Background: an optimization exercise with open tools, aiming at small area and a short achievable clock period. Do not read the settings as production practice.
Where RTL was checked, it was by simulation tests only, not by an equivalence proof against the original.
For run 2, only the layout was checked, not whether the RTL still works.

==> flow/design.v <==
module Float8Mac16_3stage #(
    parameter int unsigned N_WAY  = 16,
    parameter int unsigned PADBIT = 10
)(
    input  logic               clk,
    input  logic               rst_n,
    input  logic [8*N_WAY-1:0] din_X,
    input  logic [8*N_WAY-1:0] din_W,
    input  logic               din_valid,
    output logic [15:0]        dout,
    output logic               dout_valid
);
    localparam int unsigned S_BIT       = PADBIT + 9;
    localparam int unsigned F_BIT       = S_BIT + $clog2(N_WAY);
    localparam int unsigned FIRST_BIT   = $clog2(F_BIT);
    localparam int unsigned ROUND_BIT   = (F_BIT-1)-8;
    logic        i_sign[N_WAY-1:0];
    logic [7:0]  i_exp [N_WAY-1:0];
    logic [7:0]  i_man [N_WAY-1:0];
    logic        zero_x[N_WAY-1:0];
    logic        zero_w[N_WAY-1:0];
    logic        sub_normal_flag_X[N_WAY-1:0];
    logic        sub_normal_flag_W[N_WAY-1:0];
    logic [3:0]  first[N_WAY-1:0];
    logic [7:0]  m_exp[N_WAY-1:0];
    logic [7:0]  m_man[N_WAY-1:0];
    logic [7:0]  max;
    logic        f_sign;
    logic [7:0]  f_exp;
    logic [FIRST_BIT-1:0]   f_first;
    logic signed [S_BIT-1:0] s_man [N_WAY-1:0];
    logic signed [F_BIT-1:0] f_man;
    logic         dout_valid_buf;
    logic         i_sign_buf[N_WAY-1:0];
    logic [7:0]  i_exp_buf [N_WAY-1:0];
    logic [7:0]  i_man_buf [N_WAY-1:0];
    logic         zero_x_buf[N_WAY-1:0];
    logic         zero_w_buf[N_WAY-1:0];
    logic signed [S_BIT-1:0] s_man_buf [N_WAY-1:0];
    logic         dout_valid_buf_1;
    logic [7:0]  max_buf;
    logic [15:0] dout_buf;
    genvar K;
    generate 
        for (K = 0; K < N_WAY; K = K + 1) begin : gen_mul
            assign sub_normal_flag_X[K] = (din_X[8*K+6:8*K+3] == 4'd0 & din_X[8*K+2:8*K] != 3'd0) ? 1'b1 : 1'b0;  
            assign sub_normal_flag_W[K] = (din_W[8*K+6:8*K+3] == 4'd0 & din_W[8*K+2:8*K] != 3'd0) ? 1'b1 : 1'b0;  
            assign zero_x[K] = (din_X[8*K+6:8*K] == 7'd0 | din_valid == 1'b0) ? 1'b1 : 1'b0;   
            assign zero_w[K] = (din_W[8*K+6:8*K] == 7'd0 | din_valid == 1'b0) ? 1'b1 : 1'b0;   
            assign i_sign[K] = (din_X[8*K+7] ^ din_W[8*K+7]);
            assign i_exp[K]  = (sub_normal_flag_X[K] | sub_normal_flag_W[K]) ? (sub_normal_flag_X[K] & sub_normal_flag_W[K]) ?
            (din_X[8*K+6:8*K+3] + din_W[8*K+6:8*K+3] - 'd7 + 'd2 + 'd120) :  
            (din_X[8*K+6:8*K+3] + din_W[8*K+6:8*K+3] - 'd7 + 'd1 + 'd120) :  
            (din_X[8*K+6:8*K+3] + din_W[8*K+6:8*K+3] - 'd7 + 'd120);         
            assign i_man[K]  = {|{din_X[8*K+6:8*K+3]},din_X[8*K+2:8*K]} * {|{din_W[8*K+6:8*K+3]},din_W[8*K+2:8*K]};
        end
    endgenerate
    generate
        for (K = 0; K < N_WAY; K = K + 1) begin : gen_first
            always_comb begin
                first[K] = 'd0;
                for (int unsigned i = 0; i < 8; i = i + 1) begin
                    if (i_man_buf[K][i]) begin
                        first[K] = i;
                    end
                end
                if (zero_x_buf[K] | zero_w_buf[K]) begin
                    m_exp[K] = 'd0;
                    m_man[K] = 'd0;
                end
                else begin
                    m_exp[K] = i_exp_buf[K] + first[K] - 'd6;
                    m_man[K] = i_man_buf[K] << ('d7 - first[K]);
                end
            end
        end
    endgenerate
    always_comb begin   
        max = 'd0;
        for (int unsigned i = 0; i < N_WAY; i = i + 1) begin
            if (m_exp[i] > max) begin
                max = m_exp[i];
            end
        end
    end
    generate 
        for (K = 0; K < N_WAY; K = K + 1) begin : gen_s_man
            always_comb begin
                s_man[K] = ({|{m_exp[K]},m_man[K][6:0],{PADBIT{1'b0}}} >> (max - m_exp[K]));
                if (i_sign_buf[K]) begin
                    s_man[K] = -s_man[K];
                end
            end
        end
    endgenerate
    always_comb begin
        f_man   = 'd0;
        f_first = 'd0;
        for (int unsigned i = 0; i < N_WAY; i = i + 1) begin
            f_man = f_man + s_man_buf[i];
        end
        if (f_man < 0) begin
            f_sign = 1'b1;
            f_man  = -f_man;
        end
        else begin
            f_sign = 1'b0;
        end
        for (int unsigned i = 0; i < F_BIT; i = i + 1) begin
            if (f_man[i]) begin
                f_first = i;
            end
        end
        f_man = f_man << ((F_BIT-1) - f_first);
        if (f_man == {F_BIT{1'b0}}) begin
            f_exp = 8'd0;
        end else begin
            f_exp = max_buf + f_first - ((F_BIT-1)-($clog2(N_WAY)+1));
        end
        if (f_man[ROUND_BIT]) begin
            if (|f_man[ROUND_BIT-1:0]) begin
                if (&f_man[ROUND_BIT+7:ROUND_BIT+1]) begin
                    f_man[ROUND_BIT+8:ROUND_BIT+1] = 8'b10000000;  
                    f_exp = f_exp + 1; 
                end
                else begin
                    f_man[ROUND_BIT+8:ROUND_BIT+1] = f_man[ROUND_BIT+8:ROUND_BIT+1] + 1'b1;
                end
            end
            else begin
                if (f_man[ROUND_BIT+1]) begin
                    if (&f_man[ROUND_BIT+7:ROUND_BIT+1]) begin
                        f_man[ROUND_BIT+8:ROUND_BIT+1] = 8'b10000000;
                        f_exp = f_exp + 1;
                    end
                    else begin
                        f_man[ROUND_BIT+8:ROUND_BIT+1] = f_man[ROUND_BIT+8:ROUND_BIT+1] + 1'b1;
                    end
                end
            end
        end
    end
    assign dout_buf = {f_sign, f_exp, f_man[ROUND_BIT+7:ROUND_BIT+1]};
    always_ff @(posedge clk or negedge rst_n) begin 
        if (rst_n == 1'b0) begin
            dout_valid_buf    <= 1'b0;
            for (int unsigned i = 0; i < N_WAY; i = i + 1) begin
                i_sign_buf[i] <= 1'b0;
                i_exp_buf[i]  <= 'd0;
                i_man_buf[i]  <= 'd0;
                zero_x_buf[i] <= 1'b0;
                zero_w_buf[i] <= 1'b0;
            end
        end
        else begin
            dout_valid_buf    <= din_valid;
            for (int unsigned i = 0; i < N_WAY; i = i + 1) begin
                i_sign_buf[i] <= i_sign[i];
                i_exp_buf[i]  <= i_exp[i];
                i_man_buf[i]  <= i_man[i];
                zero_x_buf[i] <= zero_x[i];
                zero_w_buf[i] <= zero_w[i];
            end
        end
    end
    always_ff @(posedge clk or negedge rst_n) begin 
        if (rst_n == 1'b0) begin
            dout_valid_buf_1  <= 1'b0;
            max_buf           <= 'd0;
            for (int unsigned i = 0; i < N_WAY; i = i + 1) begin
                s_man_buf[i]  <= 'd0;
            end
        end
        else begin
            dout_valid_buf_1  <= dout_valid_buf;
            max_buf           <= max;
            for (int unsigned i = 0; i < N_WAY; i = i + 1) begin
                s_man_buf[i]  <= s_man[i];
            end
        end 
    end
    always_ff @(posedge clk or negedge rst_n) begin 
        if (rst_n == 1'b0) begin
            dout_valid <= 1'b0;
            dout       <= 16'd0;
        end
        else begin
            dout_valid <= dout_valid_buf_1;
            dout       <= dout_buf;
        end
    end
endmodule
==> flow/run.sh <==
#!/bin/bash
# synth_recipe.tcl (not shown) runs the flow's synth.tcl, then flattens the netlist and writes it again
# the make line also repeats each setting of config.mk as NAME=value (left out here)
make -C /OpenROAD-flow-scripts/flow DESIGN_CONFIG=/design/flow/config.mk WORK_HOME=/design/flow/orfs CLKGATE_MAP_FILE= SYNTH_SCRIPT=/design/flow/synth_recipe.tcl finish
==> flow/config.mk <==
export PLATFORM = sky130hd
export DESIGN_NAME = Float8Mac16_3stage
export DESIGN_NICKNAME = Float8Mac16_3stage
export VERILOG_FILES = /design/flow/design.v
export SDC_FILE = /design/flow/constraint.sdc
export NUM_CORES = 4
export LEC_CHECK = 0
export CAP_MARGIN = 20
export CORE_MARGIN = 2
export CORE_UTILIZATION = 40
export PLACE_DENSITY = 0.6
export SLEW_MARGIN = 20
==> flow/constraint.sdc <==
create_clock -name core_clock -period 44.0 [get_ports {clk}]
set_input_delay 8.8000 -clock core_clock [delete_from_list [all_inputs] [get_ports {clk}]]
set_output_delay 8.8000 -clock core_clock [all_outputs]
set_load 0.01 [all_outputs]
==> qor.yml, run 1 <==
yosys:
  synth_top_area_share_pct: 20.9
  syn-num-nets: 10720
  seq_area_frac_synth_pct: 20.9
  synth_cell_types: 128
  ys_ff_latch: 635
  ys_warn_count: 18
  ys.flop_type: "dfrtp_1"
  synth_edf_count: 0
  avgSynthCellArea_um2: 8.24
  synthArstFlopShare_pct: 100
  netlist_area_um2: 76200
  syn-instance-count: 9246
  synthTopCellsByArea: "dfrtp_1 (21%), ha_1 (14%), fa_1 (10%)"
  synth_area_leader_cell: "dfrtp_1"
global_route:
  antenna_found_initial: 3
  first_global_vias: 64510
  grt_pass1_wl_um: 371000
  grtUsageTotal_pct: 24.4
  grt_remaining_overflow: 0
  grt_max_degree: 149
detailed_routing:
  vias: 66837
  vias_per_cell: 5.56
  ant_nets: 0
  wl_per_cell_um: 20.1
  drc: 0
  wirelength_um: 241000
  drtIter0Drc: 5521
  dr.pass1.iters: 8
worst_setup_path:
  critPathMaxStageDelay_ns: 0.76
  critPathLaunchType: "register"
  cp_common_cell: "ha_1"
  cp_slowest_cell: "a21boi_0"
  cp.arrival_ns: 41.58
  critPathKind: "register to register"
  crit_fanout: 16
  crit_path_end_kind: "register"
  worstPathRequired_ns: 44.58
sta:
  hold_viol: 0
  timing.fmax_mhz: 24.4
  period_share_pct: 93.2
  tightestPinTransition_ns: 1.25
  min_period_ns: 41.00
  setup_violations: 0
  skew_ns: 0.0394
  slew_violations: 0
  slew_headroom_pct: 16.5
  rsz0062_at_grt: "false"
  setup-tns-final_ns: 0
status:
  status: "timing/DRC/antenna clean"
clock_network:
  numCtsBuffers: 80
  cts_tree: "done"
  clk_pin_slew_ns: 0.06
  cts_htree_levels: 3
  cts_hold_buf: 0
  clk_path_buf_depth: 3
  insertion_delay_ns: 0.74
  cts.sinks: 635
  cts_root_buf: "clkbuf_16"
floorplan:
  core_um2: 190000
  dieArea_um2: 194000
  die_x_um: 440
  ioPinCount: 276
  num_rows: 160
  initial_core_util_pct: 40.1
  die_h_um: 440
final_layout:
  nFillCells: 18892
  drive_gt1_share_pct: 4.62
  finish.net_count: 10908
  area_growth_pct: 11.0
  fin_cells: 12011
place:
  portBuffers: 275
  dp_hpwl_um: 198000
  gp_congestion: 1.00
  dp.cells: 11863
min_path:
  min_path_type: "register to register"
run:
  max-cap-violations: 0
[routing by layer]
layer / routed length, µm / global-route usage, % / share of wire [%]
met1: 110000 / 33.9 / 46
met2: 107000 / 38.7 / 44
met3: 16600 / 4.46 / 6.9
met4: 7690 / 7.24 / 3.2
met5: 13 / 0 / 0.0054
[critical path, delay by kind of cell, from the launching register on]
family          cells  cell delay, ns
compound gates     74           19.58
simple gates       57           10.35
fa+ha+maj          20            6.12
mux                11            3.43
buf+inv             3            0.52
xor+xnor            2            0.42
flops               1            0.38
[path summary, 6_finish.rpt]
| kind | startpoint | endpoint | slack [ns] | cells after the start |
|---|---|---|---|---|
| min in group asynchronous | rst_n | i_sign_buf[10] | 8.08 | 1 |
| min | dout_valid_buf | dout_valid_buf_1 | 0.35 | 0 |
| min reg2reg | dout_valid_buf | dout_valid_buf_1 | 0.35 | 0 |
| max | i_man_buf[0][2] | s_man_buf[13][15] | 3.00 | 167 |
| max in group asynchronous | rst_n | i_man_buf[4][0] | 33.83 | 3 |
| max reg2reg | i_man_buf[0][2] | s_man_buf[13][15] | 3.00 | 167 |
[per-stage QoR]
| step | util (%) | cell area, µm² | worst slack (ns) | hold slack (ns) |
|---|---|---|---|---|
| 6_report | 44.5 | 84500 | 3.00 | 0.347 |
| 5_1_grt | 44.5 | 84500 | 0.135 | 0.367 |
| 4_1_cts | 44.5 | 84500 | 2.65 | 0.349 |
| 3_5_place_dp | 43.1 | 81700 | 2.85 | 0.336 |
| 3_3_place_gp | 43.1 | 81700 | 3.81 | 0.332 |
| 2_1_floorplan | - | 76200 | 7.21 | 0.331 |
[kinds of logic (layout without fill, tap and decap cells)]
family,Yosys count,after routing,synth area share (%)
simple gates,2990,2990,18.9
compound gates,2132,2132,18.1
buf+inv,1288,1540,6.40
fa+ha+maj,1215,1215,23.8
xor+xnor,713,713,8.20
flops,635,635,20.9
mux,273,273,3.79
other cells,0,2,0
[layout by cell type (no fill, tap or decap), drive strengths merged, types with 81 or more instances in the layout]
cell type	instances
inv	1065
nand2	956
ha	828
nor2	745
dfrtp	635
o21ai	559
a21oi	525
xnor2	418
fa	387
xor2	295
clkdlybuf4s50	273
and2	233
nor3	232
a21o	231
nand3	183
mux2i	173
nand2b	118
a31oi	113
clkbuf	104
mux2	98
nor2b	87
nor4	81
[state kept, by name, indices dropped and copies added, names as in the netlist, 8 cells and up]
signal	flops
i_man_buf	128
i_sign_buf	16
max_buf	8
dout	16
zero_w_buf	16
i_exp_buf	128
s_man_buf	304
zero_x_buf	16
[cells in the mapped netlist (226+ instances only)]
cell type and instances:
nand2_1 955, inv_1 1054, nor2_1 742, fa_1 387, xnor2_1 418, and2_1 229, a21oi_1 521, o21ai_0 508
nor3_1 226, ha_1 828, a21o_1 231, xor2_1 295, dfrtp_1 635
[repair_timing]
| item | 4_1_cts | 5_1_grt |
|---|---|---|
| resized for setup | 0 | 6 |
| buffers inserted | 0 | 0 |
| endpoints found under the hold margin | 0 | 0 |
| endpoints found under the setup margin | 0 | 159 |
[area by class of cell]
cell class                      instances  area (µm²)  area share, %
Clock inverter                         42         514          0.608
Multi-Input combinational cell       7323       55600           65.8
Inverter                             1065        4000           4.73
Timing Repair Buffer                  329        3170           3.75
Antenna cell                            2        5.00        0.00592
Tap cell                             2511        3140           3.72
Sequential cell                       635       15900           18.8
Clock buffer                          104        2230           2.64
==> inputs of run 2 (changes only) <==
==> flow/design.v (replaced) <==
module Float8Mac16_3stage #(
    parameter int unsigned N_WAY  = 16,
    parameter int unsigned PADBIT = 10
)(
    input  logic               clk,
    input  logic               rst_n,
    input  logic [8*N_WAY-1:0] din_X,
    input  logic [8*N_WAY-1:0] din_W,
    input  logic               din_valid,
    output logic [15:0]        dout,
    output logic               dout_valid
);
    logic [7:0] p   [N_WAY-1:0];    
    logic [4:0] e   [N_WAY-1:0];    
    logic       sg  [N_WAY-1:0];    
    logic [5:0] g   [N_WAY-1:0];    
    genvar K;
    generate
        for (K = 0; K < N_WAY; K = K + 1) begin : gen_lane
            wire [3:0] ex = din_X[8*K+6:8*K+3];
            wire [3:0] ew = din_W[8*K+6:8*K+3];
            wire       hx = |ex;
            wire       hw = |ew;
            assign p[K]  = {hx, din_X[8*K+2:8*K]} * {hw, din_W[8*K+2:8*K]};
            assign e[K]  = {1'b0, ex[3:1], ex[0] | ~hx} + {1'b0, ew[3:1], ew[0] | ~hw};
            assign sg[K] = din_X[8*K+7] ^ din_W[8*K+7];
        end
    endgenerate
    logic [7:0] p_r  [N_WAY-1:0];
    logic [4:0] e_r  [N_WAY-1:0];
    logic       sg_r [N_WAY-1:0];
    logic       v1;
    always_ff @(posedge clk) begin
        for (int i = 0; i < N_WAY; i = i + 1) begin
            p_r[i]  <= p[i];
            e_r[i]  <= e[i];
            sg_r[i] <= sg[i];
        end
    end
    always_ff @(posedge clk or negedge rst_n) begin
        if (!rst_n) v1 <= 1'b0;
        else        v1 <= din_valid;
    end
    generate
        for (K = 0; K < N_WAY; K = K + 1) begin : gen_g
            always_comb begin
                logic [2:0] f;
                f = 3'd0;
                for (int i = 0; i < 8; i = i + 1)
                    if (p_r[K][i]) f = i[2:0];
                g[K] = (|p_r[K]) ? ({1'b0, e_r[K]} + {3'b0, f}) : 6'd0;
            end
        end
    endgenerate
    logic [5:0] mt [2*N_WAY-2:0];
    generate
        for (K = 0; K < N_WAY; K = K + 1) begin : gen_mleaf
            assign mt[N_WAY-1+K] = g[K];
        end
        for (K = N_WAY-2; K >= 0; K = K - 1) begin : gen_mnode
            assign mt[K] = (mt[2*K+1] > mt[2*K+2]) ? mt[2*K+1] : mt[2*K+2];
        end
    endgenerate
    logic [5:0] mx;
    assign mx = mt[0];
    logic [17:0] a  [N_WAY-1:0];
    logic [18:0] r  [N_WAY-1:0];
    logic [4:0]  nneg;
    logic [22:0] sum;
    always_comb begin
        for (int i = 0; i < N_WAY; i = i + 1) begin
            logic [6:0]  t;
            logic [31:0] sh;
            t = {2'b0, e_r[i]} + 7'd24 - {1'b0, mx};
            sh = {24'd0, p_r[i]} << t[4:0];
            a[i] = t[6] ? 18'd0 : sh[24:7];
            r[i] = {~sg_r[i], a[i] ^ {18{sg_r[i]}}};
        end
    end
    assign sum = r[0] + r[1] + r[2] + r[3] + r[4] + r[5] + r[6] + r[7]
               + r[8] + r[9] + r[10] + r[11] + r[12] + r[13] + r[14] + r[15]
               + sg_r[0] + sg_r[1] + sg_r[2] + sg_r[3] + sg_r[4] + sg_r[5] + sg_r[6] + sg_r[7]
               + sg_r[8] + sg_r[9] + sg_r[10] + sg_r[11] + sg_r[12] + sg_r[13] + sg_r[14] + sg_r[15]
               + 23'h400000;
    logic [22:0] sum_r;
    logic [5:0]  mx_r;
    logic        v2;
    always_ff @(posedge clk) begin
        sum_r <= sum;
        mx_r  <= mx;
    end
    always_ff @(posedge clk or negedge rst_n) begin
        if (!rst_n) v2 <= 1'b0;
        else        v2 <= v1;
    end
    logic        f_sign;
    logic [21:0] mag;
    logic [4:0]  lead;
    logic [21:0] nrm;
    logic [14:0] em;
    logic        rnd;
    always_comb begin
        f_sign = sum_r[22];
        mag    = f_sign ? -sum_r[21:0] : sum_r[21:0];
        lead   = 5'd0;
        for (int i = 0; i < 22; i = i + 1)
            if (mag[i]) lead = i[4:0];
        nrm = mag << (5'd21 - lead);
        rnd = nrm[13] & ((|nrm[12:0]) | nrm[14]);
        em  = {({2'b0, mx_r} + 8'd90 + {3'b0, lead}), nrm[20:14]} + {14'd0, rnd};
        dout = (|mag) ? {f_sign, em} : 16'd0;
    end
    assign dout_valid = v2;
endmodule
==> run 2 against run 1 <==
  * Critical path depth fell by 86
  * Area after synthesis fell by 39%
  * Setup slack improved by 22 ns
  * Core utilization rose by 0.52 points
  * Maximum frequency rose by 110%
  * First-iteration DRC count fell by 56%
  * Cell count fell by 38%
  * Die area fell by 39%
  * Sequential share of layout area fell by 8.9 points
  * Highest routed layer is now met4
  * Hold slack improved by 0.0074 ns
  * Sequential cell count fell by 380
==> qor.yml, run 2 <==
place:
  placed_area_um2: 50500  # was 81700 µm²
  portBuffers: 275  # unchanged
  place_ws_ns: 24.81  # was 2.85 ns
  dp_hpwl_um: 108000  # was 198000 µm
  gp_congestion: 0.961  # was 1.00
clock_network:
  ctsResizeCount: 0  # unchanged
  cts_hold_buf: 0  # unchanged
  cts_tree: "done"  # unchanged
  numCtsBuffers: 31  # was 80
  postCtsSetupBuffers: 0  # unchanged
  clk_pin_slew_ns: 0.07  # was 0.06 ns
  cts_root_buf: "clkbuf_16"  # unchanged
  insertion_delay_ns: 0.64  # was 0.74 ns
  clk_path_buf_depth: 3  # unchanged
  cts.sinks: 255  # was 635
  cts_htree_levels: 1  # was 3
yosys:
  ys.flop_type: "dfxtp_1"  # was dfrtp_1
  synth_top_area_share_pct: 16.8  # was 20.9%
  synthArstFlopShare_pct: 0.784  # was 100%
  synth_area_leader_cell: "fa_1"  # was dfrtp_1
  syn-num-nets: 6992  # was 10720
  synth_edf_count: 0  # unchanged
  yosys-top-cells-count: "inv_1 (779), ha_1 (584), nor2_1 (514)"  # was inv_1 (1054), nand2_1 (955), ha_1 (828)
  ys_warn_count: 11  # was 18
  ys_ff_latch: 255  # was 635
  netlist_area_um2: 46300  # was 76200 µm²
  syn-instance-count: 5760  # was 9246
  synth.most_common_cell: "inv_1"  # unchanged
  synth_cell_types: 89  # was 128
  avgSynthCellArea_um2: 8.03  # was 8.24 µm²
  synthTopCellsByArea: "fa_1 (17%), ha_1 (16%), dfxtp_1 (11%)"  # was dfrtp_1 (21%), ha_1 (14%), fa_1 (10%)
  seq_area_frac_synth_pct: 11.1  # was 20.9%
sta:
  setup_ws_ns: 24.59  # was 3.00 ns
  slew_headroom_pct: 20.1  # was 16.5%
  rsz0062_at_grt: "false"  # unchanged
  tightestPinTransition_ns: 1.20  # was 1.25 ns
  timing.fmax_mhz: 51.5  # was 24.4 MHz
  hold_viol: 0  # unchanged
  skew_ns: 0.0335  # was 0.0394 ns
  slew_violations: 0  # unchanged
  min_period_ns: 19.41  # was 41.00 ns
  setup-tns-final_ns: 0  # unchanged
  setup_violations: 0  # unchanged
  period_share_pct: 44.1  # was 93.2%
min_path:
  min_path_type: "register to register"  # unchanged
worst_setup_path:
  crit_family: "compound AO/OA/AOI/OAI gates"  # unchanged
  cp_slowest_cell: "xnor2_1"  # was a21boi_0
  crit_fanout: 29  # was 16
  worstPathRequired_ns: 44.51  # was 44.58 ns
  cp.arrival_ns: 19.92  # was 41.58 ns
  crit_path_end_kind: "register"  # unchanged
  critPathLaunchType: "register"  # unchanged
  critPathMaxStageDelay_ns: 0.82  # was 0.76 ns
  crit_buf_inv: 10  # was 3
  critPathKind: "register to register"  # unchanged
  r2r_slack_ns: 24.59  # was 3.00 ns
floorplan:
  dieArea_um2: 118000  # was 194000 µm²
  initial_core_util_pct: 40.4  # was 40.1%
  ioPinCount: 276  # unchanged
  die_x_um: 344  # was 440 µm
  die_h_um: 344  # was 440 µm
  core_um2: 115000  # was 190000 µm²
  num_rows: 124  # was 160
detailed_routing:
  vias_per_cell: 5.22  # was 5.56
  dr.pass1.iters: 6  # was 8
  vias: 39011  # was 66837
  drc: 0  # unchanged
  ant_nets: 0  # unchanged
  wirelength_um: 126000  # was 241000 µm
  drtIter0Drc: 2437  # was 5521
  wl_per_cell_um: 16.9  # was 20.1 µm
final_layout:
  area_growth_pct: 11.5  # was 11.0%
  design_area_um2: 51600  # was 84500 µm²
  finish.net_count: 7167  # was 10908
  layout_common_cells: "inv_1 (779), ha_1 (584), nor2_1 (514)"  # was inv_1 (1054), nand2_1 (954), ha_1 (828)
  final_util_pct: 45.1  # was 44.5%
  final_common_cell: "inv_1"  # unchanged
  n_antenna_cell: 0  # was 2
  largest_reg_flops: 128  # was 304
  top_regs: "p_r x128, e_r x80, sum_r x23"  # was s_man_buf x304, i_exp_buf x128, i_man_buf x128
  top_register: "p_r"  # was s_man_buf
  drive_gt1_share_pct: 3.54  # was 4.62%
global_route:
  grt_max_degree: 35  # was 149
  grtUsageTotal_pct: 21.2  # was 24.4%
  first_global_vias: 38274  # was 64510
  antenna_found_initial: 1  # was 3
  grt_pass1_wl_um: 203000  # was 371000 µm
  grt_remaining_overflow: 0  # unchanged
run:
  max-cap-violations: 0  # unchanged
status:
  status: "timing/DRC/antenna clean"  # unchanged
## run 2: final timing paths
| check | from | end | cells after the start |
|---|---|---|---|
| setup / recovery | p_r[9][1] | sum_r[20] | 81 |
| hold / removal | v1 | v2 | 0 |
| setup reg to reg | p_r[9][1] | sum_r[20] | 81 |
| hold reg to reg | v1 | v2 | 0 |
| max in group asynchronous | rst_n | v1 | 1 |
| min in group asynchronous | rst_n | v1 | 1 |
## run 2: worst register-to-register path, delay by kind of cell, from the launching register on
kind	cells	cell delay [ns]
AOI/OAI and AO/OA	32	7.48
adders and majority gates	15	6.22
and+or+nand+nor	19	1.92
buffers and inverters	10	1.40
xor gates and xnor gates	4	1.30
muxes	1	0.55
DFF	1	0.43
## run 2: kinds of logic (layout without fill, tap and decap cells)
logic type	after synthesis	after routing	share of synthesized area, %
AO/OA/AOI/OAI	1043	1043	14.2
XOR/XNOR	574	574	10.9
adder cells (fa/ha/maj)	976	976	32.7
buffers and inverters	946	1146	7.72
flip-flops	255	255	11.1
multiplexers	214	214	5.01
AND/OR/NAND/NOR	1752	1752	18.5
## run 2: area by class of cell
class	instances	area, µm²
flip-flops and latches	255	5110
clock inverters	15	134
multi-input cells	4559	37700
inverters	788	2960
repair buffers	300	2940
clock buffers	43	891
fillers	11547	62900
well taps	1512	1890
## run 2: layer usage
metal	share of wire, %	track usage (%)
met2	45	34.7
met3	5.8	3.37
met5	0	0
met1	47	29.1
met4	2.4	5.05
## run 2: per-stage QoR
stage	hold WS, ns	instances
5_1_grt	0.366	7472
3_3_place_gp	0.337	7414
6_report	0.354	7472
4_1_cts	0.361	7472
3_5_place_dp	0.345	7414
2_1_floorplan	0.331	5760

## re-timing with driven ports
How much do the figures lean on ideal ports? The routed layouts below were timed once more, with nothing changed but the port constraints.
Step 1: set_driving_cell puts a clkbuf_16 on clk and a buf_2 on each other input, an assumption about the parent block.
Step 2 moves the port delays by t, midway between the first and last clock arrival at a register: inputs arrive t later, outputs are due t later. That takes back most of the time a late clock gives input paths.
Three values: ideal ports, drivers, drivers and shift; two values: the first two.
run	shift t [ns]	setup WS [ns]	worst hold slack (ns)	worst setup path at the end	pins driven straight from the clock port
run 1	0.811	3.002 / 3.002 / 3.002	0.347 / 0.347 / 0.347	register to register	1
run 2	0.699	24.590 / 24.590 / 24.590	0.354 / 0.354 / 0.354	register to register	1
After both steps setup and hold are still met in every run listed.
